This is an optimization exercise on Yosys and OpenROAD, whose aim is small area, not a production implementation.
The RTL was checked by simulation tests, not by an equivalence proof against the original design.
No activity file was given, so power comes from the tool's default toggle rates.

v54:
==> flow/design.v (excerpt) <==
module fifo #(
    parameter XLEN = 32,
    parameter FIFO_SIZE = 32
) (
    input                           clk_i,
    input                           rst_ni,
    input                           flush_en_i,
    input                           push_en_i,
    input           [XLEN-1:0]      data_i,
    input                           pop_en_i,
    output  logic   [XLEN-1:0]      data_o,
    output  logic                   full_o,
    output  logic                   empty_o
);
For scale: ~1100 flip-flops, roughly 37000 µm² of cells after synthesis.
==> flow/config.mk <==
export PLATFORM = sky130hd
export DESIGN_NAME = fifo
export DESIGN_NICKNAME = fifo
export VERILOG_FILES = /design/flow/design.v
export SDC_FILE = /design/flow/constraint.sdc
export NUM_CORES = 4
export LEC_CHECK = 0
export CAP_MARGIN = 5
export CORE_MARGIN = 2
export CORE_UTILIZATION = 60
export CTS_CLUSTER_DIAMETER = 100
export CTS_CLUSTER_SIZE = 25
export PLACE_DENSITY = 0.7
export SLEW_MARGIN = 5
export SYNTH_HIERARCHICAL = 1
export SYNTH_MINIMUM_KEEP_SIZE = 0
==> flow/constraint.sdc <==
create_clock -name core_clock -period 7.0 [get_ports {clk_i}]
set_input_delay 1.4000 -clock core_clock [delete_from_list [all_inputs] [get_ports {clk_i}]]
set_output_delay 1.4000 -clock core_clock [all_outputs]
set_load 0.01 [all_outputs]
standard.sh (not shown) runs the stock make flow with config.mk's settings and CLKGATE_MAP_FILE= SYNTH_SCRIPT=/design/flow/synth_recipe.tcl, a recipe that flattens the netlist after the stock synthesis.
==> flow/flow/run.sh <==
#!/bin/bash
set -e
here=$(pwd)
export BUFFER_PORTS_ARGS="-inputs -buffer_cell sky130_fd_sc_hd__buf_2"
export POST_GLOBAL_PLACE_TCL="$here/flow/post_global_place.tcl"
export CTS_ARGS="-sink_clustering_enable -repair_clock_nets -sink_clustering_size 17 -sink_clustering_max_diameter 100 -dont_use_dummy_load -buf_list sky130_fd_sc_hd__clkbuf_8"
bash standard.sh > flow.log 2>&1
==> flow/flow/post_global_place.tcl <==
# Runs at the end of global placement (POST_GLOBAL_PLACE_TCL).
#
# 1. The timing-driven repair puts a buffer behind each read select line
#    (the u_rdec AND2 outputs, each driving 32 AOI inputs). A 4x AND2 drives
#    such a line alone well within the slew limit, for less area, so the
#    buffer is removed and the AND2 upsized.
set bufs {}
set drvs {}
foreach c [get_cells -filter "ref_name == sky130_fd_sc_hd__buf_4"] {
  set net [get_nets -of_objects [get_pins -of_objects $c -filter "direction == input"]]
  if {![string match "*u_rdec.y" [get_full_name $net]]} { continue }
  if {[llength [get_pins -of_objects $net]] != 2} { continue }
  set d [get_cells -of_objects [get_pins -of_objects $net -filter "direction == output"]]
  if {[lsearch -exact {sky130_fd_sc_hd__and2_0 sky130_fd_sc_hd__and2_1 sky130_fd_sc_hd__and2_2} [get_property $d ref_name]] < 0} { continue }
  lappend bufs $c
  lappend drvs $d
}
puts "post_global_place: unbuffering [llength $bufs] read select lines"
if {[llength $bufs] > 0} {
  remove_buffers {*}$bufs
  foreach d $drvs { replace_cell $d sky130_fd_sc_hd__and2_4 }
}

# 2. Output ports get their buffers here, with the smallest buffer: they only
#    drive the pin. The input ports are buffered before placement
#    (BUFFER_PORTS_ARGS in run.sh).
buffer_ports -outputs -buffer_cell sky130_fd_sc_hd__buf_1
## Diff of input files: v33 against v54
- CORE_UTILIZATION: 60 -> 70
- PLACE_DENSITY: 0.7 -> 0.8
==> flow/flow/run.sh <==
#!/bin/bash
set -e
here=$(pwd)
export BUFFER_PORTS_ARGS="-inputs -buffer_cell sky130_fd_sc_hd__buf_4"
export POST_GLOBAL_PLACE_TCL="$here/flow/post_global_place.tcl"
export CTS_ARGS="-sink_clustering_enable -repair_clock_nets -sink_clustering_size 17 -sink_clustering_max_diameter 100 -dont_use_dummy_load -buf_list sky130_fd_sc_hd__clkbuf_8"
bash standard.sh > flow.log 2>&1
==> flow/flow/post_global_place.tcl <==
# Output ports get their buffers here, after global placement, with the
# smallest buffer: they only drive the pin. The input ports are buffered
# before placement (BUFFER_PORTS_ARGS in run.sh).
buffer_ports -outputs -buffer_cell sky130_fd_sc_hd__buf_1
Results
- Of v33 and v54, the lower via count of the first global-routing pass belongs to v54.
- ~same total power in v33 and v54
- Largest clock skew in the final design delta for v33 relative to v54: 15 ps higher
- v33: number of cells in the design after placement lower than v54
- v54 reports its first element of the critical path as rptr_q[2]$_DFF_PN0_ while v33 reports rptr_q[4]$_DFF_PN0_.
The inputs of v38 differ from those of v33 as listed below.
- PLACE_DENSITY now 0.7, was 0.8
- CORE_UTILIZATION now 60, was 70
Notes after the runs:
- v38 finished every step from synthesis to the final layout, and the layout passed the timing, design-rule and antenna checks.
- Compare v38 and v33 | utilization lower: v38
- v38: critical path required time 20 ps above v33
- Global-route wire length before repair in v38 vs v33: up 1.1%
- Compared with v33, v38 shows a lower ratio of final minimum period to clock period.
- The via count reported for v38 is lower than the one for v33.
- Looking at part of the total power dissipated in the clock network, v38 sits 0.2 points higher than v33 does.
- Relative to v33, global-route total usage across every layer has gone down in v38.

[re-timing with driven ports]
In the flow no input, the clock included, has a driving cell. The finished layouts below were timed again as built, in two steps. Step 1 (the two cells are an assumption about what drives the block):
set clk [get_ports {clk_i}]
set_driving_cell -lib_cell sky130_fd_sc_hd__clkbuf_16 $clk
set_driving_cell -lib_cell sky130_fd_sc_hd__buf_2 [delete_from_list [all_inputs] $clk]
Step 2 moves the port delays by t, midway between the first and last clock arrival at a register: inputs arrive t later, outputs are due t later. That takes back most of the time a late clock gives input paths. a / b / c = no drivers / after step 1 / after step 2; a / b = the first two.
| run | t (ns) | slack for setup (ns) | clock arrival spread, ns |
|---|---|---|---|
| v54 | 0.726 | 3.479 / 3.479 / 2.836 | 0.035 / 0.035 |
| v33 | 0.727 | 3.451 / 3.451 / 2.879 | 0.046 / 0.046 |
| v38 | 0.736 | 3.477 / 3.477 / 2.914 | 0.036 / 0.036 |
After both steps setup and hold are still met in every run listed. The setup slack of v54, which loses most, moves by 0.000 ns with the drivers and by -0.643 ns with both steps.
